This is an optimization exercise on Yosys and OpenROAD, whose aim is small area and a short achievable clock period, not a production implementation.
No run shown here included a check of the RTL's function; only the layout flow was run.

$ cat flow/run.sh
#!/bin/bash
# Standard layout flow, with port buffers of a faster cell than the
# default (every input and output port still gets its own buffer).
set -o pipefail
export BUFFER_PORTS_ARGS="-buffer_cell sky130_fd_sc_hd__buf_2"
echo "BUFFER_PORTS_ARGS=$BUFFER_PORTS_ARGS" > run.log
bash standard.sh > standard.log 2>&1
rc=$?
echo "standard.sh exit $rc" >> run.log
exit $rc
$ cat standard.sh
#!/bin/bash
# synth_recipe.tcl (not shown) runs the flow's synth.tcl, then flattens the netlist and writes it again
# the make line also repeats each setting of config.mk as NAME=value (left out here)
make -C /OpenROAD-flow-scripts/flow DESIGN_CONFIG=/design/flow/config.mk WORK_HOME=/design/flow/orfs CLKGATE_MAP_FILE= SYNTH_SCRIPT=/design/flow/synth_recipe.tcl "${@:-finish}"
$ cat config.mk
export PLATFORM = sky130hd
export DESIGN_NAME = FIR
export DESIGN_NICKNAME = FIR
export VERILOG_FILES = /design/flow/design.v
export SDC_FILE = /design/flow/constraint.sdc
export NUM_CORES = 4
export LEC_CHECK = 0
export CAP_MARGIN = 20
export CORE_MARGIN = 2
export CORE_UTILIZATION = 40
export SLEW_MARGIN = 20
export SYNTH_HIERARCHICAL = 1
$ cat constraint.sdc
create_clock -name core_clock -period 19.0 [get_ports {clk}]
set_input_delay 3.8000 -clock core_clock [delete_from_list [all_inputs] [get_ports {clk}]]
set_output_delay 3.8000 -clock core_clock [all_outputs]
set_load 0.01 [all_outputs]
$ cat design.v
module FIR(
input clk,
input reset_p,
input  [9:0]data_in,
output [9:0]fir_data
);
reg  [9:0] x1, x2, x3, x4, x5;
reg  [11:0] t3;
reg  [10:0] qp;
reg  [10:0] pp;
reg  [19:0] b;
reg  [9:0] qa;
reg  [14:0] ra;
reg  [9:0] q;
reg  [13:0] vr;
wire n1, n2;
fir_ha u_n1 (.a(data_in[1]), .b(data_in[0]), .s(n1), .co(n2));
wire n3, n4;
fir_ha u_n3 (.a(data_in[2]), .b(data_in[1]), .s(n3), .co(n4));
wire n5, n6;
fir_ha u_n5 (.a(data_in[3]), .b(data_in[2]), .s(n5), .co(n6));
wire n7, n8;
fir_ha u_n7 (.a(data_in[4]), .b(data_in[3]), .s(n7), .co(n8));
wire n9, n10;
fir_ha u_n9 (.a(data_in[5]), .b(data_in[4]), .s(n9), .co(n10));
wire n11, n12;
fir_ha u_n11 (.a(data_in[6]), .b(data_in[5]), .s(n11), .co(n12));
wire n13, n14;
fir_ha u_n13 (.a(data_in[7]), .b(data_in[6]), .s(n13), .co(n14));
wire n15, n16;
fir_ha u_n15 (.a(data_in[8]), .b(data_in[7]), .s(n15), .co(n16));
wire n17, n18;
fir_ha u_n17 (.a(data_in[9]), .b(data_in[8]), .s(n17), .co(n18));
wire n19 = n1 & data_in[0];
wire n20 = n6 | (n5 & n4);
wire n21 = n5 & n3;
wire n22 = n10 | (n9 & n8);
wire n23 = n9 & n7;
wire n24 = n14 | (n13 & n12);
wire n25 = n13 & n11;
wire n26 = n18 | (n17 & n16);
wire n27 = n17 & n15;
wire n28 = n4 | (n3 & n2);
wire n29 = n3 & n19;
wire n30 = n20 | (n21 & n2);
wire n31 = n21 & n19;
wire n32 = n12 | (n11 & n22);
wire n33 = n11 & n23;
wire n34 = n24 | (n25 & n22);
wire n35 = n25 & n23;
wire n36 = data_in[9] & n26;
wire n37 = data_in[9] & n27;
wire n38 = n8 | (n7 & n30);
wire n39 = n7 & n31;
wire n40 = n22 | (n23 & n30);
wire n41 = n23 & n31;
wire n42 = n32 | (n33 & n30);
wire n43 = n33 & n31;
wire n44 = n34 | (n35 & n30);
wire n45 = n35 & n31;
wire n46 = n16 | (n15 & n44);
wire n47 = n15 & n45;
wire n48 = n26 | (n27 & n44);
wire n49 = n27 & n45;
wire n50 = n36 | (n37 & n44);
wire n51 = n37 & n45;
wire n52 = n3 ^ n2;
wire n53 = n5 ^ n28;
wire n54 = n7 ^ n30;
wire n55 = n9 ^ n38;
wire n56 = n11 ^ n40;
wire n57 = n13 ^ n42;
wire n58 = n15 ^ n44;
wire n59 = n17 ^ n46;
wire n60 = data_in[9] ^ n48;
wire [11:0] t3_next = {n50, n60, n59, n58, n57, n56, n55, n54, n53, n52, n1, data_in[0]};
wire n61, n62;
fir_ha u_n61 (.a(x3[0]), .b(data_in[0]), .s(n61), .co(n62));
wire n63, n64;
fir_ha u_n63 (.a(x3[1]), .b(data_in[1]), .s(n63), .co(n64));
wire n65, n66;
fir_ha u_n65 (.a(x3[2]), .b(data_in[2]), .s(n65), .co(n66));
wire n67, n68;
fir_ha u_n67 (.a(x3[3]), .b(data_in[3]), .s(n67), .co(n68));
wire n69, n70;
fir_ha u_n69 (.a(x3[4]), .b(data_in[4]), .s(n69), .co(n70));
wire n71, n72;
fir_ha u_n71 (.a(x3[5]), .b(data_in[5]), .s(n71), .co(n72));
wire n73, n74;
fir_ha u_n73 (.a(x3[6]), .b(data_in[6]), .s(n73), .co(n74));
wire n75, n76;
fir_ha u_n75 (.a(x3[7]), .b(data_in[7]), .s(n75), .co(n76));
wire n77, n78;
fir_ha u_n77 (.a(x3[8]), .b(data_in[8]), .s(n77), .co(n78));
wire n79, n80;
fir_ha u_n79 (.a(x3[9]), .b(data_in[9]), .s(n79), .co(n80));
wire n81 = n64 | (n63 & n62);
wire n82 = n63 & n61;
wire n83 = n68 | (n67 & n66);
wire n84 = n67 & n65;
wire n85 = n72 | (n71 & n70);
wire n86 = n71 & n69;
wire n87 = n76 | (n75 & n74);
wire n88 = n75 & n73;
wire n89 = n80 | (n79 & n78);
wire n90 = n79 & n77;
wire n91 = n66 | (n65 & n81);
wire n92 = n65 & n82;
wire n93 = n83 | (n84 & n81);
wire n94 = n84 & n82;
wire n95 = n74 | (n73 & n85);
wire n96 = n73 & n86;
wire n97 = n87 | (n88 & n85);
wire n98 = n88 & n86;
wire n99 = n70 | (n69 & n93);
wire n100 = n69 & n94;
wire n101 = n85 | (n86 & n93);
wire n102 = n86 & n94;
wire n103 = n95 | (n96 & n93);
wire n104 = n96 & n94;
wire n105 = n97 | (n98 & n93);
wire n106 = n98 & n94;
wire n107 = n78 | (n77 & n105);
wire n108 = n77 & n106;
wire n109 = n89 | (n90 & n105);
wire n110 = n90 & n106;
wire n111 = n63 ^ n62;
wire n112 = n65 ^ n81;
wire n113 = n67 ^ n91;
wire n114 = n69 ^ n93;
wire n115 = n71 ^ n99;
wire n116 = n73 ^ n101;
wire n117 = n75 ^ n103;
wire n118 = n77 ^ n105;
wire n119 = n79 ^ n107;
wire [10:0] qp_next = {n109, n119, n118, n117, n116, n115, n114, n113, n112, n111, n61};
wire n120, n121;
fir_ha u_n120 (.a(x1[0]), .b(data_in[0]), .s(n120), .co(n121));
wire n122, n123;
fir_ha u_n122 (.a(x1[1]), .b(data_in[1]), .s(n122), .co(n123));
wire n124, n125;
fir_ha u_n124 (.a(x1[2]), .b(data_in[2]), .s(n124), .co(n125));
wire n126, n127;
fir_ha u_n126 (.a(x1[3]), .b(data_in[3]), .s(n126), .co(n127));
wire n128, n129;
fir_ha u_n128 (.a(x1[4]), .b(data_in[4]), .s(n128), .co(n129));
wire n130, n131;
fir_ha u_n130 (.a(x1[5]), .b(data_in[5]), .s(n130), .co(n131));
wire n132, n133;
fir_ha u_n132 (.a(x1[6]), .b(data_in[6]), .s(n132), .co(n133));
wire n134, n135;
fir_ha u_n134 (.a(x1[7]), .b(data_in[7]), .s(n134), .co(n135));
wire n136, n137;
fir_ha u_n136 (.a(x1[8]), .b(data_in[8]), .s(n136), .co(n137));
wire n138, n139;
fir_ha u_n138 (.a(x1[9]), .b(data_in[9]), .s(n138), .co(n139));
wire n140 = n123 | (n122 & n121);
wire n141 = n122 & n120;
wire n142 = n127 | (n126 & n125);
wire n143 = n126 & n124;
wire n144 = n131 | (n130 & n129);
wire n145 = n130 & n128;
wire n146 = n135 | (n134 & n133);
wire n147 = n134 & n132;
wire n148 = n139 | (n138 & n137);
wire n149 = n138 & n136;
wire n150 = n125 | (n124 & n140);
wire n151 = n124 & n141;
wire n152 = n142 | (n143 & n140);
wire n153 = n143 & n141;
wire n154 = n133 | (n132 & n144);
wire n155 = n132 & n145;
wire n156 = n146 | (n147 & n144);
wire n157 = n147 & n145;
wire n158 = n129 | (n128 & n152);
wire n159 = n128 & n153;
wire n160 = n144 | (n145 & n152);
wire n161 = n145 & n153;
wire n162 = n154 | (n155 & n152);
wire n163 = n155 & n153;
wire n164 = n156 | (n157 & n152);
wire n165 = n157 & n153;
wire n166 = n137 | (n136 & n164);
wire n167 = n136 & n165;
wire n168 = n148 | (n149 & n164);
wire n169 = n149 & n165;
wire n170 = n122 ^ n121;
wire n171 = n124 ^ n140;
wire n172 = n126 ^ n150;
wire n173 = n128 ^ n152;
wire n174 = n130 ^ n158;
wire n175 = n132 ^ n160;
wire n176 = n134 ^ n162;
wire n177 = n136 ^ n164;
wire n178 = n138 ^ n166;
wire [10:0] pp_next = {n168, n178, n177, n176, n175, n174, n173, n172, n171, n170, n120};
wire n179, n180;
fir_fa u_n179 (.a(pp[1]), .b(pp[0]), .c(x5[1]), .s(n179), .co(n180));
wire n181, n182;
fir_fa u_n181 (.a(pp[2]), .b(pp[1]), .c(pp[0]), .s(n181), .co(n182));
wire n183, n184;
fir_fa u_n183 (.a(x5[2]), .b(n180), .c(n181), .s(n183), .co(n184));
wire n185, n186;
fir_fa u_n185 (.a(pp[3]), .b(pp[2]), .c(pp[1]), .s(n185), .co(n186));
wire n187, n188;
fir_fa u_n187 (.a(x5[3]), .b(x5[0]), .c(n182), .s(n187), .co(n188));
wire n189, n190;
fir_fa u_n189 (.a(n185), .b(n184), .c(n187), .s(n189), .co(n190));
wire n191, n192;
fir_fa u_n191 (.a(pp[4]), .b(pp[3]), .c(pp[2]), .s(n191), .co(n192));
wire n193, n194;
fir_fa u_n193 (.a(pp[0]), .b(x4[0]), .c(x5[4]), .s(n193), .co(n194));
wire n195, n196;
fir_fa u_n195 (.a(x5[1]), .b(n186), .c(n191), .s(n195), .co(n196));
wire n197, n198;
fir_fa u_n197 (.a(n193), .b(n188), .c(n195), .s(n197), .co(n198));
wire n199, n200;
fir_fa u_n199 (.a(pp[5]), .b(pp[4]), .c(pp[3]), .s(n199), .co(n200));
wire n201, n202;
fir_fa u_n201 (.a(pp[1]), .b(x4[1]), .c(x4[0]), .s(n201), .co(n202));
wire n203, n204;
fir_fa u_n203 (.a(x5[5]), .b(x5[2]), .c(n192), .s(n203), .co(n204));
wire n205, n206;
fir_fa u_n205 (.a(n194), .b(n199), .c(n201), .s(n205), .co(n206));
wire n207, n208;
fir_fa u_n207 (.a(n196), .b(n203), .c(n205), .s(n207), .co(n208));
wire n209, n210;
fir_fa u_n209 (.a(pp[6]), .b(pp[5]), .c(pp[4]), .s(n209), .co(n210));
wire n211, n212;
fir_fa u_n211 (.a(pp[2]), .b(x4[2]), .c(x4[1]), .s(n211), .co(n212));
wire n213, n214;
fir_fa u_n213 (.a(x5[6]), .b(x5[3]), .c(n200), .s(n213), .co(n214));
wire n215, n216;
fir_fa u_n215 (.a(n202), .b(n209), .c(n211), .s(n215), .co(n216));
wire n217, n218;
fir_fa u_n217 (.a(n204), .b(n206), .c(n213), .s(n217), .co(n218));
wire n219, n220;
fir_fa u_n219 (.a(n215), .b(n208), .c(n217), .s(n219), .co(n220));
wire n221, n222;
fir_fa u_n221 (.a(pp[7]), .b(pp[6]), .c(pp[5]), .s(n221), .co(n222));
wire n223, n224;
fir_fa u_n223 (.a(pp[3]), .b(x4[3]), .c(x4[2]), .s(n223), .co(n224));
wire n225, n226;
fir_fa u_n225 (.a(x5[7]), .b(x5[4]), .c(n210), .s(n225), .co(n226));
wire n227, n228;
fir_fa u_n227 (.a(n212), .b(n221), .c(n223), .s(n227), .co(n228));
wire n229, n230;
fir_fa u_n229 (.a(n214), .b(n216), .c(n225), .s(n229), .co(n230));
wire n231, n232;
fir_fa u_n231 (.a(n227), .b(n218), .c(n229), .s(n231), .co(n232));
wire n233, n234;
fir_fa u_n233 (.a(pp[8]), .b(pp[7]), .c(pp[6]), .s(n233), .co(n234));
wire n235, n236;
fir_fa u_n235 (.a(pp[4]), .b(pp[0]), .c(x4[4]), .s(n235), .co(n236));
wire n237, n238;
fir_fa u_n237 (.a(x4[3]), .b(x5[8]), .c(x5[5]), .s(n237), .co(n238));
wire n239, n240;
fir_fa u_n239 (.a(n222), .b(n224), .c(n233), .s(n239), .co(n240));
wire n241, n242;
fir_fa u_n241 (.a(n235), .b(n237), .c(n226), .s(n241), .co(n242));
wire n243, n244;
fir_fa u_n243 (.a(n228), .b(n239), .c(n230), .s(n243), .co(n244));
wire n245, n246;
fir_fa u_n245 (.a(n241), .b(n232), .c(n243), .s(n245), .co(n246));
wire n247, n248;
fir_fa u_n247 (.a(pp[9]), .b(pp[8]), .c(pp[7]), .s(n247), .co(n248));
wire n249, n250;
fir_fa u_n249 (.a(pp[5]), .b(pp[1]), .c(x4[5]), .s(n249), .co(n250));
wire n251, n252;
fir_fa u_n251 (.a(x4[4]), .b(x5[9]), .c(x5[6]), .s(n251), .co(n252));
wire n253, n254;
fir_fa u_n253 (.a(n234), .b(n236), .c(n238), .s(n253), .co(n254));
wire n255, n256;
fir_fa u_n255 (.a(n247), .b(n249), .c(n251), .s(n255), .co(n256));
wire n257, n258;
fir_fa u_n257 (.a(n240), .b(n253), .c(n255), .s(n257), .co(n258));
wire n259, n260;
fir_fa u_n259 (.a(n242), .b(n257), .c(n244), .s(n259), .co(n260));
wire n261, n262;
fir_fa u_n261 (.a(pp[10]), .b(pp[9]), .c(pp[8]), .s(n261), .co(n262));
wire n263, n264;
fir_fa u_n263 (.a(pp[6]), .b(pp[2]), .c(x4[6]), .s(n263), .co(n264));
wire n265, n266;
fir_fa u_n265 (.a(x4[5]), .b(x5[7]), .c(n248), .s(n265), .co(n266));
wire n267, n268;
fir_fa u_n267 (.a(n250), .b(n252), .c(n261), .s(n267), .co(n268));
wire n269, n270;
fir_fa u_n269 (.a(n263), .b(n254), .c(n256), .s(n269), .co(n270));
wire n271, n272;
fir_fa u_n271 (.a(n265), .b(n267), .c(n258), .s(n271), .co(n272));
wire n273, n274;
fir_fa u_n273 (.a(n269), .b(n271), .c(n260), .s(n273), .co(n274));
wire n275, n276;
fir_fa u_n275 (.a(pp[10]), .b(pp[9]), .c(pp[7]), .s(n275), .co(n276));
wire n277, n278;
fir_fa u_n277 (.a(pp[3]), .b(x4[7]), .c(x4[6]), .s(n277), .co(n278));
wire n279, n280;
fir_fa u_n279 (.a(x5[8]), .b(n262), .c(n264), .s(n279), .co(n280));
wire n281, n282;
fir_fa u_n281 (.a(n275), .b(n277), .c(n266), .s(n281), .co(n282));
wire n283, n284;
fir_fa u_n283 (.a(n268), .b(n279), .c(n270), .s(n283), .co(n284));
wire n285, n286;
fir_fa u_n285 (.a(n281), .b(n272), .c(n283), .s(n285), .co(n286));
wire n287, n288;
fir_fa u_n287 (.a(pp[10]), .b(pp[8]), .c(pp[4]), .s(n287), .co(n288));
wire n289, n290;
fir_fa u_n289 (.a(x4[8]), .b(x4[7]), .c(x5[9]), .s(n289), .co(n290));
wire n291, n292;
fir_fa u_n291 (.a(n276), .b(n278), .c(n287), .s(n291), .co(n292));
wire n293, n294;
fir_fa u_n293 (.a(n289), .b(n280), .c(n291), .s(n293), .co(n294));
wire n295, n296;
fir_fa u_n295 (.a(n282), .b(n293), .c(n284), .s(n295), .co(n296));
wire n297, n298;
fir_fa u_n297 (.a(pp[9]), .b(pp[5]), .c(x4[9]), .s(n297), .co(n298));
wire n299, n300;
fir_fa u_n299 (.a(x4[8]), .b(n288), .c(n290), .s(n299), .co(n300));
wire n301, n302;
fir_fa u_n301 (.a(n297), .b(n292), .c(n299), .s(n301), .co(n302));
wire n303, n304;
fir_fa u_n303 (.a(n294), .b(n301), .c(n296), .s(n303), .co(n304));
wire n305, n306;
fir_fa u_n305 (.a(pp[10]), .b(pp[6]), .c(x4[9]), .s(n305), .co(n306));
wire n307, n308;
fir_fa u_n307 (.a(n298), .b(n305), .c(n300), .s(n307), .co(n308));
wire n309, n310;
fir_fa u_n309 (.a(n302), .b(n307), .c(n304), .s(n309), .co(n310));
wire n311, n312;
fir_fa u_n311 (.a(pp[7]), .b(n306), .c(n308), .s(n311), .co(n312));
wire n313, n314;
fir_ha u_n313 (.a(pp[0]), .b(x5[0]), .s(n313), .co(n314));
wire n315, n316;
fir_ha u_n315 (.a(n190), .b(n197), .s(n315), .co(n316));
wire n317, n318;
fir_ha u_n317 (.a(n198), .b(n207), .s(n317), .co(n318));
wire n319, n320;
fir_ha u_n319 (.a(n220), .b(n231), .s(n319), .co(n320));
wire n321, n322;
fir_ha u_n321 (.a(n246), .b(n259), .s(n321), .co(n322));
wire n323, n324;
fir_ha u_n323 (.a(n274), .b(n285), .s(n323), .co(n324));
wire n325, n326;
fir_ha u_n325 (.a(n286), .b(n295), .s(n325), .co(n326));
wire n327, n328;
fir_ha u_n327 (.a(n310), .b(n311), .s(n327), .co(n328));
wire n329, n330;
fir_ha u_n329 (.a(pp[8]), .b(n312), .s(n329), .co(n330));
wire n331 = n179 & n314;
wire n332 = n179 & n313;
wire n333 = n189 & n183;
wire n334 = n318 | (n317 & n316);
wire n335 = n317 & n315;
wire n336 = n319 & n219;
wire n337 = n321 & n245;
wire n338 = n323 & n273;
wire n339 = n303 & n326;
wire n340 = n303 & n325;
wire n341 = n327 & n309;
wire n342 = pp[9] & n330;
wire n343 = pp[9] & n329;
wire n344 = n183 & n331;
wire n345 = n183 & n332;
wire n346 = n333 & n331;
wire n347 = n333 & n332;
wire n348 = n219 & n334;
wire n349 = n219 & n335;
wire n350 = n320 | (n336 & n334);
wire n351 = n336 & n335;
wire n352 = n273 & n322;
wire n353 = n273 & n337;
wire n354 = n324 | (n338 & n322);
wire n355 = n338 & n337;
wire n356 = n309 & n339;
wire n357 = n309 & n340;
wire n358 = n328 | (n341 & n339);
wire n359 = n341 & n340;
wire n360 = pp[10] & n342;
wire n361 = pp[10] & n343;
wire n362 = n316 | (n315 & n346);
wire n363 = n315 & n347;
wire n364 = n334 | (n335 & n346);
wire n365 = n335 & n347;
wire n366 = n348 | (n349 & n346);
wire n367 = n349 & n347;
wire n368 = n350 | (n351 & n346);
wire n369 = n351 & n347;
wire n370 = n326 | (n325 & n354);
wire n371 = n325 & n355;
wire n372 = n339 | (n340 & n354);
wire n373 = n340 & n355;
wire n374 = n356 | (n357 & n354);
wire n375 = n357 & n355;
wire n376 = n358 | (n359 & n354);
wire n377 = n359 & n355;
wire n378 = n245 & n368;
wire n379 = n245 & n369;
wire n380 = n322 | (n337 & n368);
wire n381 = n337 & n369;
wire n382 = n352 | (n353 & n368);
wire n383 = n353 & n369;
wire n384 = n354 | (n355 & n368);
wire n385 = n355 & n369;
wire n386 = n370 | (n371 & n368);
wire n387 = n371 & n369;
wire n388 = n372 | (n373 & n368);
wire n389 = n373 & n369;
wire n390 = n374 | (n375 & n368);
wire n391 = n375 & n369;
wire n392 = n376 | (n377 & n368);
wire n393 = n377 & n369;
wire n394 = n330 | (n329 & n392);
wire n395 = n329 & n393;
wire n396 = n342 | (n343 & n392);
wire n397 = n343 & n393;
wire n398 = n360 | (n361 & n392);
wire n399 = n361 & n393;
wire n400 = n179 ^ n314;
wire n401 = n183 ^ n331;
wire n402 = n189 ^ n344;
wire n403 = n315 ^ n346;
wire n404 = n317 ^ n362;
wire n405 = n219 ^ n364;
wire n406 = n319 ^ n366;
wire n407 = n245 ^ n368;
wire n408 = n321 ^ n378;
wire n409 = n273 ^ n380;
wire n410 = n323 ^ n382;
wire n411 = n325 ^ n384;
wire n412 = n303 ^ n386;
wire n413 = n309 ^ n388;
wire n414 = n327 ^ n390;
wire n415 = n329 ^ n392;
wire n416 = pp[9] ^ n394;
wire n417 = pp[10] ^ n396;
wire [19:0] b_next = {n398, n417, n416, n415, n414, n413, n412, n411, n410, n409, n408, n407, n406, n405, n404, n403, n402, n401, n400, n313};
wire n418, n419;
fir_fa u_n418 (.a(b[5]), .b(qp[3]), .c(qp[0]), .s(n418), .co(n419));
wire n420, n421;
fir_fa u_n420 (.a(b[6]), .b(qp[4]), .c(qp[1]), .s(n420), .co(n421));
wire n422, n423;
fir_fa u_n422 (.a(b[7]), .b(qp[5]), .c(qp[2]), .s(n422), .co(n423));
wire n424, n425;
fir_fa u_n424 (.a(qp[0]), .b(n421), .c(n422), .s(n424), .co(n425));
wire n426, n427;
fir_fa u_n426 (.a(b[8]), .b(qp[6]), .c(qp[3]), .s(n426), .co(n427));
wire n428, n429;
fir_fa u_n428 (.a(qp[1]), .b(n423), .c(n426), .s(n428), .co(n429));
wire n430, n431;
fir_fa u_n430 (.a(b[9]), .b(qp[7]), .c(qp[4]), .s(n430), .co(n431));
wire n432, n433;
fir_fa u_n432 (.a(qp[2]), .b(n427), .c(n430), .s(n432), .co(n433));
wire n434, n435;
fir_fa u_n434 (.a(b[10]), .b(qp[8]), .c(qp[5]), .s(n434), .co(n435));
wire n436, n437;
fir_fa u_n436 (.a(qp[3]), .b(n431), .c(n434), .s(n436), .co(n437));
wire n438, n439;
fir_fa u_n438 (.a(b[11]), .b(qp[9]), .c(qp[6]), .s(n438), .co(n439));
wire n440, n441;
fir_fa u_n440 (.a(qp[4]), .b(n435), .c(n438), .s(n440), .co(n441));
wire n442, n443;
fir_fa u_n442 (.a(b[12]), .b(qp[10]), .c(qp[7]), .s(n442), .co(n443));
wire n444, n445;
fir_fa u_n444 (.a(qp[5]), .b(n439), .c(n442), .s(n444), .co(n445));
wire n446, n447;
fir_fa u_n446 (.a(b[13]), .b(qp[8]), .c(qp[6]), .s(n446), .co(n447));
wire n448, n449;
fir_fa u_n448 (.a(n443), .b(n446), .c(n445), .s(n448), .co(n449));
wire n450, n451;
fir_fa u_n450 (.a(b[14]), .b(qp[9]), .c(qp[7]), .s(n450), .co(n451));
wire n452, n453;
fir_fa u_n452 (.a(n447), .b(n450), .c(n449), .s(n452), .co(n453));
wire n454, n455;
fir_fa u_n454 (.a(b[15]), .b(qp[10]), .c(qp[8]), .s(n454), .co(n455));
wire n456, n457;
fir_fa u_n456 (.a(n451), .b(n454), .c(n453), .s(n456), .co(n457));
wire n458, n459;
fir_fa u_n458 (.a(b[16]), .b(qp[9]), .c(n455), .s(n458), .co(n459));
wire n460, n461;
fir_fa u_n460 (.a(b[17]), .b(qp[10]), .c(n459), .s(n460), .co(n461));
wire n462, n463;
fir_ha u_n462 (.a(b[2]), .b(qp[0]), .s(n462), .co(n463));
wire n464, n465;
fir_ha u_n464 (.a(b[3]), .b(qp[1]), .s(n464), .co(n465));
wire n466, n467;
fir_ha u_n466 (.a(b[4]), .b(qp[2]), .s(n466), .co(n467));
wire n468, n469;
fir_ha u_n468 (.a(n419), .b(n420), .s(n468), .co(n469));
wire n470, n471;
fir_ha u_n470 (.a(n425), .b(n428), .s(n470), .co(n471));
wire n472, n473;
fir_ha u_n472 (.a(n429), .b(n432), .s(n472), .co(n473));
wire n474, n475;
fir_ha u_n474 (.a(n433), .b(n436), .s(n474), .co(n475));
wire n476, n477;
fir_ha u_n476 (.a(n437), .b(n440), .s(n476), .co(n477));
wire n478, n479;
fir_ha u_n478 (.a(n441), .b(n444), .s(n478), .co(n479));
wire n480, n481;
fir_ha u_n480 (.a(n457), .b(n458), .s(n480), .co(n481));
wire n482, n483;
fir_ha u_n482 (.a(b[18]), .b(n461), .s(n482), .co(n483));
wire n484 = b[1] & b[0];
wire n485 = n465 | (n464 & n463);
wire n486 = n464 & n462;
wire n487 = n418 & n467;
wire n488 = n418 & n466;
wire n489 = n424 & n469;
wire n490 = n424 & n468;
wire n491 = n473 | (n472 & n471);
wire n492 = n472 & n470;
wire n493 = n477 | (n476 & n475);
wire n494 = n476 & n474;
wire n495 = n448 & n479;
wire n496 = n448 & n478;
wire n497 = n456 & n452;
wire n498 = n460 & n481;
wire n499 = n460 & n480;
wire n500 = b[19] & n483;
wire n501 = b[19] & n482;
wire n502 = n462 & n484;
wire n503 = n486 & n484;
wire n504 = n469 | (n468 & n487);
wire n505 = n468 & n488;
wire n506 = n489 | (n490 & n487);
wire n507 = n490 & n488;
wire n508 = n475 | (n474 & n491);
wire n509 = n474 & n492;
wire n510 = n493 | (n494 & n491);
wire n511 = n494 & n492;
wire n512 = n452 & n495;
wire n513 = n452 & n496;
wire n514 = n497 & n495;
wire n515 = n497 & n496;
wire n516 = n483 | (n482 & n498);
wire n517 = n482 & n499;
wire n518 = n500 | (n501 & n498);
wire n519 = n501 & n499;
wire n520 = n467 | (n466 & n485);
wire n521 = n466 & n503;
wire n522 = n487 | (n488 & n485);
wire n523 = n488 & n503;
wire n524 = n504 | (n505 & n485);
wire n525 = n505 & n503;
wire n526 = n506 | (n507 & n485);
wire n527 = n507 & n503;
wire n528 = n479 | (n478 & n510);
wire n529 = n478 & n511;
wire n530 = n495 | (n496 & n510);
wire n531 = n496 & n511;
wire n532 = n512 | (n513 & n510);
wire n533 = n513 & n511;
wire n534 = n514 | (n515 & n510);
wire n535 = n515 & n511;
wire n536 = n471 | (n470 & n526);
wire n537 = n470 & n527;
wire n538 = n491 | (n492 & n526);
wire n539 = n492 & n527;
wire n540 = n508 | (n509 & n526);
wire n541 = n509 & n527;
wire n542 = n510 | (n511 & n526);
wire n543 = n511 & n527;
wire n544 = n528 | (n529 & n526);
wire n545 = n529 & n527;
wire n546 = n530 | (n531 & n526);
wire n547 = n531 & n527;
wire n548 = n532 | (n533 & n526);
wire n549 = n533 & n527;
wire n550 = n534 | (n535 & n526);
wire n551 = n535 & n527;
wire n552 = n481 | (n480 & n550);
wire n553 = n480 & n551;
wire n554 = n498 | (n499 & n550);
wire n555 = n499 & n551;
wire n556 = n516 | (n517 & n550);
wire n557 = n517 & n551;
wire n558 = n518 | (n519 & n550);
wire n559 = n519 & n551;
wire n560 = n464 ^ n463;
wire n561 = n466 ^ n485;
wire n562 = n418 ^ n520;
wire n563 = n468 ^ n522;
wire n564 = n424 ^ n524;
wire n565 = n470 ^ n526;
wire n566 = n472 ^ n536;
wire n567 = n474 ^ n538;
wire n568 = n476 ^ n540;
wire n569 = n478 ^ n542;
wire n570 = n448 ^ n544;
wire n571 = n452 ^ n546;
wire n572 = n456 ^ n548;
wire n573 = n480 ^ n550;
wire n574 = n460 ^ n552;
wire n575 = n482 ^ n554;
wire n576 = b[19] ^ n556;
wire n577, n578;
fir_fa u_n577 (.a(n561), .b(n567), .c(n568), .s(n577), .co(n578));
wire n579, n580;
fir_fa u_n579 (.a(n562), .b(n569), .c(n568), .s(n579), .co(n580));
wire n581, n582;
fir_fa u_n581 (.a(n563), .b(n569), .c(n570), .s(n581), .co(n582));
wire n583, n584;
fir_fa u_n583 (.a(n564), .b(n571), .c(n570), .s(n583), .co(n584));
wire n585, n586;
fir_fa u_n585 (.a(n565), .b(n571), .c(n572), .s(n585), .co(n586));
wire n587, n588;
fir_fa u_n587 (.a(n566), .b(n572), .c(n586), .s(n587), .co(n588));
wire n589, n590;
fir_fa u_n589 (.a(n573), .b(n574), .c(n588), .s(n589), .co(n590));
wire n591, n592;
fir_fa u_n591 (.a(n575), .b(n574), .c(n590), .s(n591), .co(n592));
wire n593, n594;
fir_fa u_n593 (.a(n576), .b(n575), .c(n592), .s(n593), .co(n594));
wire n595, n596;
fir_ha u_n595 (.a(n560), .b(n567), .s(n595), .co(n596));
wire n597, n598;
fir_ha u_n597 (.a(n578), .b(n579), .s(n597), .co(n598));
wire n599, n600;
fir_ha u_n599 (.a(n580), .b(n581), .s(n599), .co(n600));
wire n601, n602;
fir_ha u_n601 (.a(n582), .b(n583), .s(n601), .co(n602));
wire n603, n604;
fir_ha u_n603 (.a(n584), .b(n585), .s(n603), .co(n604));
wire n605, n606;
fir_ha u_n605 (.a(n573), .b(n587), .s(n605), .co(n606));
wire n607, n608;
fir_ha u_n607 (.a(n576), .b(n594), .s(n607), .co(n608));
wire n609 = b[1] & b[0];
wire n610 = n595 & n462;
wire n611 = n597 & n577;
wire n612 = n602 | (n601 & n600);
wire n613 = n601 & n599;
wire n614 = n606 | (n605 & n604);
wire n615 = n605 & n603;
wire n616 = n591 & n589;
wire n617 = n607 & n593;
wire n618 = n462 & n609;
wire n619 = n610 & n609;
wire n620 = n600 | (n599 & n598);
wire n621 = n599 & n611;
wire n622 = n612 | (n613 & n598);
wire n623 = n613 & n611;
wire n624 = n589 & n614;
wire n625 = n589 & n615;
wire n626 = n616 & n614;
wire n627 = n616 & n615;
wire n628 = n577 & n596;
wire n629 = n577 & n619;
wire n630 = n598 | (n611 & n596);
wire n631 = n611 & n619;
wire n632 = n620 | (n621 & n596);
wire n633 = n621 & n619;
wire n634 = n622 | (n623 & n596);
wire n635 = n623 & n619;
wire n636 = n593 & n626;
wire n637 = n593 & n627;
wire n638 = n608 | (n617 & n626);
wire n639 = n617 & n627;
wire n640 = n604 | (n603 & n634);
wire n641 = n603 & n635;
wire n642 = n614 | (n615 & n634);
wire n643 = n615 & n635;
wire n644 = n624 | (n625 & n634);
wire n645 = n625 & n635;
wire n646 = n626 | (n627 & n634);
wire n647 = n627 & n635;
wire n648 = n636 | (n637 & n634);
wire n649 = n637 & n635;
wire n650 = n638 | (n639 & n634);
wire n651 = n639 & n635;
wire n652 = n577 ^ n596;
wire n653 = n597 ^ n628;
wire n654 = n599 ^ n630;
wire n655 = n601 ^ n632;
wire n656 = n603 ^ n634;
wire n657 = n605 ^ n640;
wire n658 = n589 ^ n642;
wire n659 = n591 ^ n644;
wire n660 = n593 ^ n646;
wire n661 = n607 ^ n648;
wire [9:0] qa_next = {n576, n575, n574, n573, n572, n571, n570, n569, n568, n567};
wire [14:0] ra_next = {n650, n661, n660, n659, n658, n657, n656, n655, n654, n653, n652, n595, n462, b[1], b[0]};
wire n662, n663;
fir_fa u_n662 (.a(ra[3]), .b(ra[10]), .c(t3[6]), .s(n662), .co(n663));
wire n664, n665;
fir_fa u_n664 (.a(ra[4]), .b(ra[11]), .c(ra[10]), .s(n664), .co(n665));
wire n666, n667;
fir_fa u_n666 (.a(t3[0]), .b(t3[7]), .c(t3[6]), .s(n666), .co(n667));
wire n668, n669;
fir_fa u_n668 (.a(n663), .b(n664), .c(n666), .s(n668), .co(n669));
wire n670, n671;
fir_fa u_n670 (.a(ra[5]), .b(ra[12]), .c(ra[11]), .s(n670), .co(n671));
wire n672, n673;
fir_fa u_n672 (.a(t3[1]), .b(t3[8]), .c(t3[7]), .s(n672), .co(n673));
wire n674, n675;
fir_fa u_n674 (.a(n665), .b(n667), .c(n670), .s(n674), .co(n675));
wire n676, n677;
fir_fa u_n676 (.a(n672), .b(n669), .c(n674), .s(n676), .co(n677));
wire n678, n679;
fir_fa u_n678 (.a(ra[6]), .b(ra[13]), .c(ra[12]), .s(n678), .co(n679));
wire n680, n681;
fir_fa u_n680 (.a(t3[2]), .b(t3[9]), .c(t3[8]), .s(n680), .co(n681));
wire n682, n683;
fir_fa u_n682 (.a(n671), .b(n673), .c(n678), .s(n682), .co(n683));
wire n684, n685;
fir_fa u_n684 (.a(n680), .b(n675), .c(n682), .s(n684), .co(n685));
wire n686, n687;
fir_fa u_n686 (.a(ra[7]), .b(ra[14]), .c(ra[13]), .s(n686), .co(n687));
wire n688, n689;
fir_fa u_n688 (.a(t3[3]), .b(t3[10]), .c(t3[9]), .s(n688), .co(n689));
wire n690, n691;
fir_fa u_n690 (.a(n679), .b(n681), .c(n686), .s(n690), .co(n691));
wire n692, n693;
fir_fa u_n692 (.a(n688), .b(n683), .c(n690), .s(n692), .co(n693));
wire n694, n695;
fir_fa u_n694 (.a(ra[8]), .b(ra[14]), .c(t3[4]), .s(n694), .co(n695));
wire n696, n697;
fir_fa u_n696 (.a(t3[11]), .b(t3[10]), .c(n687), .s(n696), .co(n697));
wire n698, n699;
fir_fa u_n698 (.a(n689), .b(n694), .c(n691), .s(n698), .co(n699));
wire n700, n701;
fir_fa u_n700 (.a(n696), .b(n693), .c(n698), .s(n700), .co(n701));
wire n702, n703;
fir_fa u_n702 (.a(ra[9]), .b(t3[5]), .c(t3[11]), .s(n702), .co(n703));
wire n704, n705;
fir_fa u_n704 (.a(n695), .b(n702), .c(n697), .s(n704), .co(n705));
wire n706, n707;
fir_fa u_n706 (.a(n699), .b(n704), .c(n701), .s(n706), .co(n707));
wire n708, n709;
fir_fa u_n708 (.a(n703), .b(n705), .c(n707), .s(n708), .co(n709));
wire n710, n711;
fir_ha u_n710 (.a(n677), .b(n684), .s(n710), .co(n711));
wire n712, n713;
fir_ha u_n712 (.a(n685), .b(n692), .s(n712), .co(n713));
wire n714 = ra[1] & ra[0];
wire n715 = n662 & ra[2];
wire n716 = n676 & n668;
wire n717 = n713 | (n712 & n711);
wire n718 = n712 & n710;
wire n719 = n706 & n700;
wire n720 = n709 & n708;
wire n721 = ra[2] & n714;
wire n722 = n715 & n714;
wire n723 = n710 & n716;
wire n724 = n718 & n716;
wire n725 = n708 & n719;
wire n726 = n720 & n719;
wire n727 = n668 & n722;
wire n728 = n716 & n722;
wire n729 = n723 & n722;
wire n730 = n724 & n722;
wire n731 = n700 & n717;
wire n732 = n700 & n730;
wire n733 = n719 & n717;
wire n734 = n719 & n730;
wire n735 = n725 & n717;
wire n736 = n725 & n730;
wire n737 = n726 & n717;
wire n738 = n726 & n730;
wire n739 = n712 ^ n711;
wire n740 = n700 ^ n717;
wire n741 = n706 ^ n731;
wire n742 = n708 ^ n733;
wire n743 = n709 ^ n735;
wire n744, n745;
fir_fa u_n744 (.a(qa[0]), .b(ra[10]), .c(t3[6]), .s(n744), .co(n745));
wire n746, n747;
fir_fa u_n746 (.a(qa[1]), .b(ra[11]), .c(t3[7]), .s(n746), .co(n747));
wire n748, n749;
fir_ha u_n748 (.a(n745), .b(n746), .s(n748), .co(n749));
wire n750, n751;
fir_fa u_n750 (.a(qa[2]), .b(ra[12]), .c(t3[8]), .s(n750), .co(n751));
wire n752, n753;
fir_fa u_n752 (.a(n747), .b(n750), .c(n749), .s(n752), .co(n753));
wire n754, n755;
fir_fa u_n754 (.a(qa[3]), .b(ra[13]), .c(t3[9]), .s(n754), .co(n755));
wire n756, n757;
fir_fa u_n756 (.a(n751), .b(n754), .c(n753), .s(n756), .co(n757));
wire n758, n759;
fir_fa u_n758 (.a(qa[4]), .b(ra[14]), .c(t3[10]), .s(n758), .co(n759));
wire n760, n761;
fir_fa u_n760 (.a(n755), .b(n758), .c(n757), .s(n760), .co(n761));
wire n762, n763;
fir_fa u_n762 (.a(qa[5]), .b(t3[11]), .c(n759), .s(n762), .co(n763));
wire n764, n765;
fir_ha u_n764 (.a(n761), .b(n762), .s(n764), .co(n765));
wire n766, n767;
fir_fa u_n766 (.a(qa[6]), .b(n763), .c(n765), .s(n766), .co(n767));
wire n768, n769;
fir_ha u_n768 (.a(qa[7]), .b(n767), .s(n768), .co(n769));
wire n770, n771;
fir_ha u_n770 (.a(qa[8]), .b(n769), .s(n770), .co(n771));
wire n772, n773;
fir_ha u_n772 (.a(qa[9]), .b(n771), .s(n772), .co(n773));
wire [9:0] q_next = {n772, n770, n768, n766, n764, n760, n756, n752, n748, n744};
wire n774, n775;
fir_fa u_n774 (.a(n662), .b(data_in[3]), .c(data_in[0]), .s(n774), .co(n775));
wire n776, n777;
fir_fa u_n776 (.a(n668), .b(data_in[4]), .c(data_in[1]), .s(n776), .co(n777));
wire n778, n779;
fir_fa u_n778 (.a(n676), .b(data_in[5]), .c(data_in[2]), .s(n778), .co(n779));
wire n780, n781;
fir_fa u_n780 (.a(n710), .b(data_in[6]), .c(data_in[3]), .s(n780), .co(n781));
wire n782, n783;
fir_fa u_n782 (.a(n739), .b(data_in[7]), .c(data_in[4]), .s(n782), .co(n783));
wire n784, n785;
fir_fa u_n784 (.a(n740), .b(data_in[8]), .c(data_in[5]), .s(n784), .co(n785));
wire n786, n787;
fir_fa u_n786 (.a(n741), .b(data_in[9]), .c(data_in[6]), .s(n786), .co(n787));
wire n788, n789;
fir_fa u_n788 (.a(n742), .b(data_in[7]), .c(n787), .s(n788), .co(n789));
wire n790, n791;
fir_fa u_n790 (.a(n743), .b(data_in[8]), .c(n789), .s(n790), .co(n791));
wire n792, n793;
fir_ha u_n792 (.a(ra[0]), .b(data_in[0]), .s(n792), .co(n793));
wire n794, n795;
fir_ha u_n794 (.a(ra[1]), .b(data_in[1]), .s(n794), .co(n795));
wire n796, n797;
fir_ha u_n796 (.a(ra[2]), .b(data_in[2]), .s(n796), .co(n797));
wire n798, n799;
fir_ha u_n798 (.a(n775), .b(n776), .s(n798), .co(n799));
wire n800, n801;
fir_ha u_n800 (.a(n777), .b(n778), .s(n800), .co(n801));
wire n802, n803;
fir_ha u_n802 (.a(n779), .b(n780), .s(n802), .co(n803));
wire n804, n805;
fir_ha u_n804 (.a(n781), .b(n782), .s(n804), .co(n805));
wire n806, n807;
fir_ha u_n806 (.a(n783), .b(n784), .s(n806), .co(n807));
wire n808, n809;
fir_ha u_n808 (.a(n785), .b(n786), .s(n808), .co(n809));
wire n810, n811;
fir_ha u_n810 (.a(data_in[9]), .b(n791), .s(n810), .co(n811));
wire n812 = n795 | (n794 & n793);
wire n813 = n794 & n792;
wire n814 = n774 & n797;
wire n815 = n774 & n796;
wire n816 = n801 | (n800 & n799);
wire n817 = n800 & n798;
wire n818 = n805 | (n804 & n803);
wire n819 = n804 & n802;
wire n820 = n809 | (n808 & n807);
wire n821 = n808 & n806;
wire n822 = n790 & n788;
wire n823 = n797 | (n796 & n812);
wire n824 = n796 & n813;
wire n825 = n814 | (n815 & n812);
wire n826 = n815 & n813;
wire n827 = n803 | (n802 & n816);
wire n828 = n802 & n817;
wire n829 = n818 | (n819 & n816);
wire n830 = n819 & n817;
wire n831 = n788 & n820;
wire n832 = n788 & n821;
wire n833 = n822 & n820;
wire n834 = n822 & n821;
wire n835 = n799 | (n798 & n825);
wire n836 = n798 & n826;
wire n837 = n816 | (n817 & n825);
wire n838 = n817 & n826;
wire n839 = n827 | (n828 & n825);
wire n840 = n828 & n826;
wire n841 = n829 | (n830 & n825);
wire n842 = n830 & n826;
wire n843 = n811 | (n810 & n833);
wire n844 = n810 & n834;
wire n845 = n807 | (n806 & n841);
wire n846 = n806 & n842;
wire n847 = n820 | (n821 & n841);
wire n848 = n821 & n842;
wire n849 = n831 | (n832 & n841);
wire n850 = n832 & n842;
wire n851 = n833 | (n834 & n841);
wire n852 = n834 & n842;
wire n853 = n843 | (n844 & n841);
wire n854 = n844 & n842;
wire n855 = n794 ^ n793;
wire n856 = n796 ^ n812;
wire n857 = n774 ^ n823;
wire n858 = n798 ^ n825;
wire n859 = n800 ^ n835;
wire n860 = n802 ^ n837;
wire n861 = n804 ^ n839;
wire n862 = n806 ^ n841;
wire n863 = n808 ^ n845;
wire n864 = n788 ^ n847;
wire n865 = n790 ^ n849;
wire n866 = n810 ^ n851;
wire [13:0] v = {n853, n866, n865, n864, n863, n862, n861, n860, n859, n858, n857, n856, n855, n792};
wire [12:1] tk;
assign tk[1]  = vr >= 14'd1000;
assign tk[2]  = vr >= 14'd2000;
assign tk[3]  = vr >= 14'd3000;
assign tk[4]  = vr >= 14'd4000;
assign tk[5]  = vr >= 14'd5000;
assign tk[6]  = vr >= 14'd6000;
assign tk[7]  = vr >= 14'd7000;
assign tk[8]  = vr >= 14'd8000;
assign tk[9]  = vr >= 14'd9000;
assign tk[10] = vr >= 14'd10000;
assign tk[11] = vr >= 14'd11000;
assign tk[12] = vr >= 14'd12000;
wire [3:0] i_enc;
assign i_enc[3] = tk[8];
assign i_enc[2] = (tk[4] & ~tk[8]) | tk[12];
assign i_enc[1] = (tk[2] & ~tk[4]) | (tk[6] & ~tk[8]) | (tk[10] & ~tk[12]);
assign i_enc[0] = (tk[1] & ~tk[2]) | (tk[3] & ~tk[4]) | (tk[5] & ~tk[6]) | (tk[7] & ~tk[8]) | (tk[9] & ~tk[10]) | (tk[11] & ~tk[12]);
wire [4:0] y_lo = q[3:0] + i_enc;
wire [5:0] q_hi1 = q[9:4] + 6'd1;
assign fir_data = {y_lo[4] ? q_hi1 : q[9:4], y_lo[3:0]};
always @(posedge clk or posedge reset_p)
    begin
        if(reset_p)
        begin
            x1 <= 10'd0;
            x2 <= 10'd0;
            x3 <= 10'd0;
            x4 <= 10'd0;
            x5 <= 10'd0;
            t3 <= 12'd0;
            qp <= 11'd0;
            pp <= 11'd0;
            b  <= 20'd0;
            qa <= 10'd0;
            ra <= 15'd0;
            q  <= 10'd0;
            vr <= 14'd0;
        end
        else
        begin
            x1 <= data_in;
            x2 <= x1;
            x3 <= x2;
            x4 <= x3;
            x5 <= x4;
            t3 <= t3_next;
            qp <= qp_next;
            pp <= pp_next;
            b  <= b_next;
            qa <= qa_next;
            ra <= ra_next;
            q  <= q_next;
            vr <= v;
        end
    end
endmodule
module fir_fa(input a, input b, input c, output s, output co);
assign s = a ^ b ^ c;
assign co = (a & b) | (a & c) | (b & c);
endmodule
module fir_ha(input a, input b, output s, output co);
assign s = a ^ b;
assign co = a & b;
endmodule
==> reports/summary.txt, run 1 <==
Setup_tns - 0 ps
Synth Cell Area - 9860 sq um
Synth Flop Type - dfrtp_1
Most frequent cells in the layout - dfrtp_1 (149), fa_1 (142), ha_1 (106), xnor2_1 (45), nor2_1 (38)
Netlist cell types - 53
DRT antenna net count - 0
# IOs - 22
Endpoints failing hold - 0
Most common cell after layout, fill and taps aside - dfrtp_1
Warnings, synthesis - 7
Starting Density - 40.6%
Die Wd - 161 um
Element type at the critical path start - flop
Least-Margin Pin Slew - 878 ps
Hold WC Path Type - reg -> reg
CP Capture Type - output port
# setup viols final - 0
DR iter-0 viols - 238
Post_cts resized - 0
Sequential share of the synthesized area - 37.8%
Fmax - 129 MHz
Ys async rst share - 100%
All-Layer GR Usage - 16.3%
Slowest cell delay on critical path - 620 ps
Rows - 57
Routed WL per cell - 17.2 um
Die ar. - 25,900 sq um
Vias in the first global route - 6,174
Placed Area - 10,400 sq um
Area delta synth->final - 11.3%
1st-pass router iterations - 6
DPL Wire Length - 15,300 um
Crit path required time - 15,200 ps
Final hold slack - 350 ps
CP max stage cell - o311ai_0
Largest net degree at the start of global routing - 80
H-tree depth - 4
Via count - 5,416
Layout cell share with drive strength beyond 1 - 9.30%
Post-DR vias/cell - 5.02
RSZ-0062 raised after global routing - false
Final instance area - 11,000 sq um
GRT Residual Overflow - 0
Rel. slew slack - 41.5%
Crit Path Class - reg -> out
Final worst-path cycle share - 40.7%
Final worst slack - 11,270 ps
Post-CTS Setup Inserts - 0
Total CTS buffers - 17
Worst endpoint data arrival time - 3930 ps
Nets - 1,000
Worst slack at placement - 11,770 ps
Syn_nets - 963
Clock buffer depth - 2
Worst Path Max Fanout - 10
Final slew viol count - 0
Layout Cells excl Fill - 1,078
Number of synthesized register bits - 149
IO Port Bufs - 21
Delay-heaviest family, CP - compound AO/OA/AOI/OAI gates
Placer Congestion - 0.858
Initial antenna violation count - 0
CTS root buf - clkbuf_16
Status - timing/DRC/antenna clean
CTS tree - built
CP bufs+invs - 1
Worst path cell trace - nand3_1 > o311ai_0 > nand2_1 > a2111o_1 > ha_1 > fa_1 > a21o_1 > a21oi_1 > mux2_2 > buf_2
Worst skew pair latency - 430 ps
Hold_buf cts - 0
Placed Cells - 1,045
Per-instance average area after synthesis - 14.0 sq um
Clk slew on worst S/H paths - 70 ps
Fin crit period - 7730 ps
Post-Synthesis Cells - 703
Area of the core - 24,200 sq um
Clock skew - 10.4 ps
Drt total wl - 18,600 um
Max-cap viol count - 0
Number of synthesized flops with an enable pin - 0
Clock Sinks - 149
Residual DRC - 0
DIE HEIGHT - 161 um
First-pass GRT wire length - 32,100 um
==> cells by family after synthesis <==
family	after synthesis	synth area share (%)
compound gates	103	7.36
xor+xnor	60	5.33
fa+ha+maj	248	42.3
buf+inv	15	0.609
flops	149	37.8
mux	2	0.216
simple gates	126	6.35
==> final timing paths <==
| kind | from | end | slack [ps] | depth (start not counted) |
|---|---|---|---|---|
| worst max-delay path | vr[10] | fir_data[5] | 11270 | 10 |
| worst min-delay path | x2[9] | x3[9] | 350 | 0 |
| worst max register to register | qp[7] | ra[14] | 13390 | 16 |
| worst min register to register | x2[9] | x3[9] | 350 | 0 |
| max in group asynchronous | reset_p | x5[5] | 14170 | 3 |
| min in group asynchronous | reset_p | qa[7] | 3490 | 2 |
==> registers in the layout (all words and copies together) (netlist names) <==
name  cells
b        20
ra       15
t3       12
pp       11
qp       11
vr       11
q        10
qa       10
x2       10
x3       10
x4       10
x5       10
x1        9
==> per-stage QoR <==
stage / utilization [%]
floorplan: -
global route: 45.2
finish: 45.2
global placement: 42.7
CTS: 45.2
detailed placement: 42.7
==> Yosys stat by module (local to each module, per instance) <==
module	cells inside	copies in the design
fir_ha	1	73
FIR	489	1
fir_fa	1	141
==> layout make-up <==
type / count / area (sq um)
tap: 324 / 405
sequential: 149 / 3730
antenna: 1 / 2.50
clock buffer: 17 / 425
multi-input combinational: 539 / 6070
inverter: 11 / 46.3
clock inverter: 15 / 180
fill: 2202 / 13300
timing repair buffer: 22 / 113
==> layer usage <==
metal	global-route usage, %	wire length, um	vias up
met2	27.1	9320	70
met5	0	0	-
met3	2.70	400	27
li1	-	-	2539
met1	21.8	8470	2780
met4	5.60	369	0
==> synthesized netlist by cell type (all sizes together), types with 4 or more instances <==
cell | number | share of area (%)
a21o | 11 | 0.84
a21oi | 26 | 1.4
a31oi | 5 | 0.32
and2 | 7 | 0.44
dfrtp | 149 | 38
fa | 142 | 29
ha | 106 | 13
inv | 11 | 0.42
nand2 | 26 | 0.99
nand2b | 7 | 0.44
nand3 | 13 | 0.66
nand4 | 7 | 0.44
nor2 | 38 | 1.4
nor3 | 7 | 0.36
o21a | 8 | 0.61
o21ai | 13 | 0.66
o21bai | 8 | 0.61
o31ai | 4 | 0.30
or2 | 7 | 0.44
xnor2 | 45 | 4.0
xor2 | 15 | 1.3
==> run 2, diff against run 1 <==
--- a/design.v
+++ b/design.v
@@ -887,27 +887,69 @@
 wire n865 = n790 ^ n849;
 wire n866 = n810 ^ n851;
 wire [13:0] v = {n853, n866, n865, n864, n863, n862, n861, n860, n859, n858, n857, n856, n855, n792};
-wire [12:1] tk;
-assign tk[1]  = vr >= 14'd1000;
-assign tk[2]  = vr >= 14'd2000;
-assign tk[3]  = vr >= 14'd3000;
-assign tk[4]  = vr >= 14'd4000;
-assign tk[5]  = vr >= 14'd5000;
-assign tk[6]  = vr >= 14'd6000;
-assign tk[7]  = vr >= 14'd7000;
-assign tk[8]  = vr >= 14'd8000;
-assign tk[9]  = vr >= 14'd9000;
-assign tk[10] = vr >= 14'd10000;
-assign tk[11] = vr >= 14'd11000;
-assign tk[12] = vr >= 14'd12000;
-wire [3:0] i_enc;
-assign i_enc[3] = tk[8];
-assign i_enc[2] = (tk[4] & ~tk[8]) | tk[12];
-assign i_enc[1] = (tk[2] & ~tk[4]) | (tk[6] & ~tk[8]) | (tk[10] & ~tk[12]);
-assign i_enc[0] = (tk[1] & ~tk[2]) | (tk[3] & ~tk[4]) | (tk[5] & ~tk[6]) | (tk[7] & ~tk[8]) | (tk[9] & ~tk[10]) | (tk[11] & ~tk[12]);
-wire [4:0] y_lo = q[3:0] + i_enc;
-wire [5:0] q_hi1 = q[9:4] + 6'd1;
-assign fir_data = {y_lo[4] ? q_hi1 : q[9:4], y_lo[3:0]};
+wire n867, n868;
+fir_ha u_n867 (.a(q[0]), .b(vr[10]), .s(n867), .co(n868));
+wire n869, n870;
+fir_ha u_n869 (.a(q[1]), .b(vr[11]), .s(n869), .co(n870));
+wire n871, n872;
+fir_ha u_n871 (.a(q[2]), .b(vr[12]), .s(n871), .co(n872));
+wire n873, n874;
+fir_ha u_n873 (.a(q[3]), .b(vr[13]), .s(n873), .co(n874));
+wire n875 = n870 | (n869 & n868);
+wire n876 = n869 & n867;
+wire n877 = n874 | (n873 & n872);
+wire n878 = n873 & n871;
+wire n879 = q[5] & q[4];
+wire n880 = q[7] & q[6];
+wire n881 = q[9] & q[8];
+wire n882 = n872 | (n871 & n875);
+wire n883 = n871 & n876;
+wire n884 = n877 | (n878 & n875);
+wire n885 = n878 & n876;
+wire n886 = q[6] & n879;
+wire n887 = n880 & n879;
+wire n888 = q[4] & n884;
+wire n889 = q[4] & n885;
+wire n890 = n879 & n884;
+wire n891 = n879 & n885;
+wire n892 = n886 & n884;
+wire n893 = n886 & n885;
+wire n894 = n887 & n884;
+wire n895 = n887 & n885;
+wire n896 = q[8] & n894;
+wire n897 = q[8] & n895;
+wire n898 = n881 & n894;
+wire n899 = n881 & n895;
+wire n900 = n867 ^ c_out;
+wire n901 = n868 | (n867 & c_out);
+wire n902 = n869 ^ n901;
+wire n903 = n875 | (n876 & c_out);
+wire n904 = n871 ^ n903;
+wire n905 = n882 | (n883 & c_out);
+wire n906 = n873 ^ n905;
+wire n907 = n884 | (n885 & c_out);
+wire n908 = q[4] ^ n907;
+wire n909 = n888 | (n889 & c_out);
+wire n910 = q[5] ^ n909;
+wire n911 = n890 | (n891 & c_out);
+wire n912 = q[6] ^ n911;
+wire n913 = n892 | (n893 & c_out);
+wire n914 = q[7] ^ n913;
+wire n915 = n894 | (n895 & c_out);
+wire n916 = q[8] ^ n915;
+wire n917 = n896 | (n897 & c_out);
+wire n918 = q[9] ^ n917;
+wire [9:0] y = {n918, n916, n914, n912, n910, n908, n906, n904, n902, n900};
+wire [3:0] jv = vr[13:10];
+wire [9:0] lo = vr[9:0];
+wire c_out = (jv == 4'd0  & lo >= 10'd1000) | (jv == 4'd1  & lo >= 10'd976) |
+             (jv == 4'd2  & lo >= 10'd952)  | (jv == 4'd3  & lo >= 10'd928) |
+             (jv == 4'd4  & lo >= 10'd904)  | (jv == 4'd5  & lo >= 10'd880) |
+             (jv == 4'd6  & lo >= 10'd856)  | (jv == 4'd7  & lo >= 10'd832) |
+             (jv == 4'd8  & lo >= 10'd808)  | (jv == 4'd9  & lo >= 10'd784) |
+             (jv == 4'd10 & lo >= 10'd760)  | (jv == 4'd11 & lo >= 10'd736) |
+             (jv == 4'd12 & lo >= 10'd712);
+assign fir_data = y;
 always @(posedge clk or posedge reset_p)
     begin
         if(reset_p)
==> run 2 against run 1 <==
First-iteration DRC count is 32% higher. Die area decreased by 0.19%. Critical endpoint is now fir_data[7].
==> reports/summary.txt, run 2 <==
Status - timing/DRC/antenna clean (unchanged)
ANT cells - 0 (was 1)
Final worst-path cycle share - 34.3% (was 40.7%)
Number of synthesized register bits - 149 (unchanged)
Crit path required time - 15,200 ps (about the same)
CTS tree - built (unchanged)
# setup viols final - 0 (unchanged)
FF-to-FF path depth - 13 (was 16)
Crit Path Class - reg -> out (unchanged)
DPL Wire Length - 15,000 um (was 15,300 um)
Area of the core - 24,200 sq um (unchanged)
Placer Congestion - 0.813 (was 0.858)
Total CTS buffers - 17 (unchanged)
# IOs - 22 (unchanged)
CTS root buf - clkbuf_16 (unchanged)
CP max stage cell - dfrtp_1 (was o311ai_0)
Layout cell share with drive strength beyond 1 - 9.49% (was 9.30%)
Delay-heaviest family, CP - compound AO/OA/AOI/OAI gates (unchanged)
Hold Path Sink - ra[0] (was x3[9])
Vias in the first global route - 6,259 (was 6,174)
R2R setup slack - 13,440 ps (was 13,390 ps)
Most frequent cells in the layout - dfrtp_1 (149), fa_1 (141), ha_1 (106), nor2_1 (44), xnor2_1 (44) (was dfrtp_1 (149), fa_1 (142), ha_1 (106), xnor2_1 (45), nor2_1 (38))
Synth top cells by count - dfrtp_1 (149), fa_1 (141), ha_1 (106) (was dfrtp_1 (149), fa_1 (142), ha_1 (106))
Element type at the critical path start - flop (unchanged)
Least-Margin Pin Slew - 762 ps (was 878 ps)
Die Wd - 161 um (about the same)
Ys async rst share - 100% (unchanged)
H-tree depth - 4 (unchanged)
Number of synthesized flops with an enable pin - 0 (unchanged)
Clock Sinks - 149 (unchanged)
All-Layer GR Usage - 16.5% (was 16.3%)
Dominant cell type by area after synthesis - dfrtp_1 (unchanged)
IO Port Bufs - 21 (unchanged)
CP Capture Type - output port (unchanged)
Hold_buf cts - 0 (unchanged)
Worst Min Path Start - b[0] (was x2[9])
Largest net degree at the start of global routing - 87 (was 80)
First-pass GRT wire length - 32,800 um (was 32,100 um)
Fill cells - 2,167 (was 2,202)
Slowest cell delay on critical path - 460 ps (was 620 ps)
Endpoints failing hold - 0 (unchanged)
Rel. slew slack - 49.2% (was 41.5%)
Largest register FFs - 20 (unchanged)
Most common cell on crit path - a2111oi_2
Rows - 57 (unchanged)
Worst endpoint data arrival time - 2720 ps (was 3930 ps)
Worst skew pair latency - 430 ps (about the same)
Setup_tns - 0 ps (unchanged)
Area delta synth->final - 10.7% (was 11.3%)
Sequential share of the synthesized area - 37.9% (was 37.8%)
Layout Utilization - 44.9% (was 45.2%)
Start of the worst register-to-register path - qp[10] (was qp[7])
Per-instance average area after synthesis - 14.1 sq um (was 14.0 sq um)
Clock buffer depth - 2 (unchanged)
Post-Synthesis Cells - 696 (was 703)
Worst path cell trace - o21ai_0 > a2111oi_2 > a2111oi_2 > nand4_2 > a31oi_4 > nor2_1 > xor2_1 > buf_2 (was nand3_1 > o311ai_0 > nand2_1 > a2111o_1 > ha_1 > fa_1 > a21o_1 > a21oi_1 > mux2_2 > buf_2)
Starting Density - 40.6% (about the same)
Hold WC Path Type - reg -> reg (unchanged)
Clock skew - 9.62 ps (was 10.4 ps)
Final slew viol count - 0 (unchanged)
Drt total wl - 18,700 um (was 18,600 um)
CP bufs+invs - 1 (unchanged)
Via count - 5,338 (was 5,416)
Top-area cell type share of the netlist area - 37.9% (was 37.8%)
Synth Cell Area - 9840 sq um (was 9860 sq um)
Max-cap viol count - 0 (unchanged)
Syn_nets - 955 (was 963)
Netlist cell types - 51 (was 53)
DIE HEIGHT - 161 um (about the same)
Initial antenna violation count - 0 (unchanged)
Synth Flop Type - dfrtp_1 (unchanged)
Post-DR vias/cell - 5.03 (was 5.02)
Regs by FF count - b (20), ra (15), t3 (12) (unchanged)
Clk slew on worst S/H paths - 70 ps (about the same)
Reg-to-Reg End - ra[13] (was ra[14])
Final hold slack - 351 ps (was 350 ps)
DR iter-0 viols - 313 (was 238)
GRT Residual Overflow - 0 (unchanged)
Most common cell in the netlist - dfrtp_1 (unchanged)
RSZ-0062 raised after global routing - false (unchanged)
Post-CTS Setup Inserts - 0 (unchanged)
Largest cells by area after synthesis - dfrtp_1 (38%), fa_1 (29%), ha_1 (13%) (unchanged)
Die ar. - 25,900 sq um (about the same)
Worst Path Max Fanout - 8 (was 10)
Fin crit period - 6520 ps (was 7730 ps)
Residual DRC - 0 (unchanged)
Routed WL per cell - 17.6 um (was 17.2 um)
Worst Hold Depth - 0 (unchanged)
Post_cts resized - 0 (unchanged)
Largest register by flop count - b (unchanged)
Most common cell after layout, fill and taps aside - dfrtp_1 (unchanged)
DRT antenna net count - 0 (unchanged)
Warnings, synthesis - 7 (unchanged)
1st-pass router iterations - 4 (was 6)
Nets - 984 (was 1,000)
Fmax - 153 MHz (was 129 MHz)
[run 2: worst max-delay path by stage]
stage                          start     endpoint  slack (ps)  depth (start not counted)
after detailed placement  data_in[1]        pp[9]       12520                         13
after global routing          vr[13]  fir_data[9]       12280                          8
final                          vr[4]  fir_data[7]       12480                          8
after CTS                      vr[4]  fir_data[9]       12470                          8
after global placement    data_in[1]        pp[9]       12520                         13
after floorplan              reset_p         b[0]       11190                          1
[run 2: metrics by stage]
step                setup WS (ps)  std cells  instance area (sq um)
detailed placement          12520       1030                  10300
CTS                         12470       1062                  10900
finish                      12480       1062                  10900
floorplan                   11190        696                   9840
global route                12280       1062                  10900
global placement            12520       1030                  10300
[run 2: metal layers]
metal	global-route usage [%]	share of wire, %	up-vias
met5	0	0	-
met4	3.69	1.3	0
met3	3.62	2.9	24
met2	28.5	52	63
met1	21.4	44	2814
li1	-	-	2437
[run 2: cell families after synthesis]
logic type               synth area share (%)
AND/OR/NAND/NOR                          6.45
flip-flops                               37.9
AO/OA/AOI/OAI                            6.42
adder cells (fa/ha/maj)                  42.2
XOR/XNOR                                 5.70
buffers and inverters                    1.35
[run 2: cell type report]
type / count / area [sq um] / area share, %
multi-input cells: 524 / 5980 / 54.9
flip-flops and latches: 149 / 3730 / 34.2
clock buffers: 17 / 425 / 3.91
well taps: 324 / 405 / 3.72
clock inverters: 15 / 194 / 1.78
repair buffers: 22 / 116 / 1.07
inverters: 11 / 46.3 / 0.425
[run 2: Yosys stat by module (local to each module, per instance)]
| module | flops+latches | copies in the design | cells | area (sq um) |
|---|---|---|---|---|
| FIR | 149 | 1 | 478 | 6050 |
| fir_fa | 0 | 141 | 1 | 20.0 |
| fir_ha | 0 | 77 | 1 | 12.5 |
==> run 3, diff against run 2 <==
--- a/config.mk
+++ b/config.mk
@@ -8,5 +8,6 @@
 export CAP_MARGIN = 20
 export CORE_MARGIN = 2
 export CORE_UTILIZATION = 40
+export CTS_BUF_LIST = sky130_fd_sc_hd__clkbuf_4 sky130_fd_sc_hd__clkbuf_8
 export SLEW_MARGIN = 20
 export SYNTH_HIERARCHICAL = 1
==> run 3 against run 2 <==
Critical endpoint unchanged. Global-route usage fell by 0.21 points. Sequential share of layout area grew 0.61 points. Non-clock buffer count unchanged. Register-to-register slack hardly changed. Wire length down 0.97%. Still clean on timing, DRC and antenna. Flip-flop and latch count unchanged. Final cell count unchanged. Synthesized cell count unchanged. Worst setup slack got worse by 20 ps. Utilization fell by 0.79 points. Critical path depth unchanged. Highest routed layer unchanged.
==> reports/summary.txt, run 3 <==
Fill cells - 2,193 (was 2,167)
Synth top cells by count - dfrtp_1 (149), fa_1 (141), ha_1 (106) (unchanged)
# IOs - 22 (unchanged)
RSZ-0062 raised after global routing - false (unchanged)
Worst Path Max Fanout - 8 (unchanged)
DR iter-0 viols - 318 (was 313)
Post-synthesis compound-gate area fraction - 6.42% (unchanged)
DRT antenna net count - 0 (unchanged)
Setup_tns - 0 ps (unchanged)
Synth Area in XOR/XNOR - 5.70% (unchanged)
Synth Cell Area - 9840 sq um (unchanged)
DIE HEIGHT - 161 um (unchanged)
CP Capture Type - output port (unchanged)
H-tree depth - 4 (unchanged)
Placer Congestion - 0.813 (unchanged)
Fin crit period - 6540 ps (was 6520 ps)
Worst endpoint data arrival time - 2740 ps (was 2720 ps)
Clock skew - 19.2 ps (was 9.62 ps)
Dominant cell type by area after synthesis - dfrtp_1 (unchanged)
Largest net degree at the start of global routing - 87 (unchanged)
Vias in the first global route - 6,237 (was 6,259)
CP max stage cell - dfrtp_1 (unchanged)
Post-DR vias/cell - 5.07 (was 5.03)
Drt total wl - 18,500 um (was 18,700 um)
Via count - 5,382 (was 5,338)
ANT cells - 0 (unchanged)
Slowest cell delay on critical path - 470 ps (was 460 ps)
Post-Synthesis Cells - 696 (unchanged)
Initial antenna violation count - 0 (unchanged)
Clock Sinks - 149 (unchanged)
Largest register by flop count - b (unchanged)
Status - timing/DRC/antenna clean (unchanged)
Endpoints failing hold - 0 (unchanged)
Worst skew pair latency - 470 ps (was 430 ps)
Top-area cell type share of the netlist area - 37.9% (unchanged)
Final hold slack - 357 ps (was 351 ps)
Ys async rst share - 100% (unchanged)
Post-synthesis adder-cell area fraction - 42.2% (unchanged)
Worst path cell trace - o21ai_0 > a2111oi_2 > a2111oi_2 > nand4_2 > a31oi_4 > nor2_1 > xor2_1 > buf_2 (unchanged)
IO Port Bufs - 21 (unchanged)
CP bufs+invs - 1 (unchanged)
Mux cell area share after synthesis - 0% (unchanged)
Area of the core - 24,200 sq um (unchanged)
Max-cap viol count - 0 (unchanged)
Hold WC Path Type - reg -> reg (unchanged)
run 3: worst paths after layout:
check,from,end,depth (start not counted)
setup / recovery,vr[4],fir_data[7],8
hold / removal,x2[4],x3[4],0
setup reg to reg,qp[10],ra[13],13
hold reg to reg,x2[4],x3[4],0
max in group asynchronous,reset_p,qp[7],3
min in group asynchronous,reset_p,ra[1],2
run 3: final cells by class:
class / instances / area, sq um / share of cell area, %
multi-input combinational: 524 / 5980 / 55.8
sequential: 149 / 3730 / 34.8
tap: 324 / 405 / 3.79
clock buffer: 17 / 234 / 2.19
clock inverter: 15 / 194 / 1.81
timing repair buffer: 22 / 116 / 1.09
inverter: 11 / 46.3 / 0.433
run 3: kinds of logic (layout without fill, tap and decap cells):
kind of cell / count (synthesis) / count (layout)
adders and majority gates: 247 / 247
xor gates and xnor gates: 64 / 64
DFF: 149 / 149
AOI/OAI and AO/OA: 83 / 83
buffers and inverters: 23 / 65
and+or+nand+nor: 130 / 130
run 3: metal layers:
layer / GRT usage (%) / vias to the layer above / share of wire (%)
li1: - / 2428 / -
met1: 21.4 / 2833 / 44
met2: 28.1 / 92 / 52
met3: 2.87 / 29 / 2.9
met4: 4.18 / 0 / 1.6
met5: 0 / - / 0
run 3: Yosys stat by module (local to each module, per instance):
module	times used	flops+latches	area, sq um
fir_ha	77	0	12.5
FIR	1	149	6050
fir_fa	141	0	20.0
run 3: per-stage QoR:
stage	cells	worst slack (ps)
after floorplan	696	11190
after global placement	1030	12520
after detailed placement	1030	12520
after CTS	1062	12410
after global routing	1062	12230
final	1062	12460

## re-timing with driven ports
How much do the figures lean on ideal ports? The routed layouts below were timed once more, with nothing changed but the port constraints. Step 1 (the two cells are an assumption about what drives the block):
set clk [get_ports {clk}]
set_driving_cell -lib_cell sky130_fd_sc_hd__clkbuf_16 $clk
set_driving_cell -lib_cell sky130_fd_sc_hd__buf_2 [delete_from_list [all_inputs] $clk]
Step 2 moves the port delays by t, midway between the first and last clock arrival at a register: inputs arrive t later, outputs are due t later. That takes back most of the time a late clock gives input paths. Three values: ideal ports, drivers, drivers and shift; two values: the first two.
run | t (ns) | setup slack, ns | latest minus earliest clock arrival (ns) | worst slew at a driven data input, ns
run 1 | 0.469 | 11.270 / 11.223 / 11.692 | 0.012 / 0.012 | 0.03
run 2 | 0.472 | 12.482 / 12.440 / 12.349 | 0.012 / 0.012 | 0.03
run 3 | 0.495 | 12.462 / 12.424 / 12.402 | 0.021 / 0.021 | 0.03
After both steps every run listed still meets setup and hold. The setup slack of run 2, which loses most, moves by -0.042 ns with the drivers and by -0.133 ns with both steps.
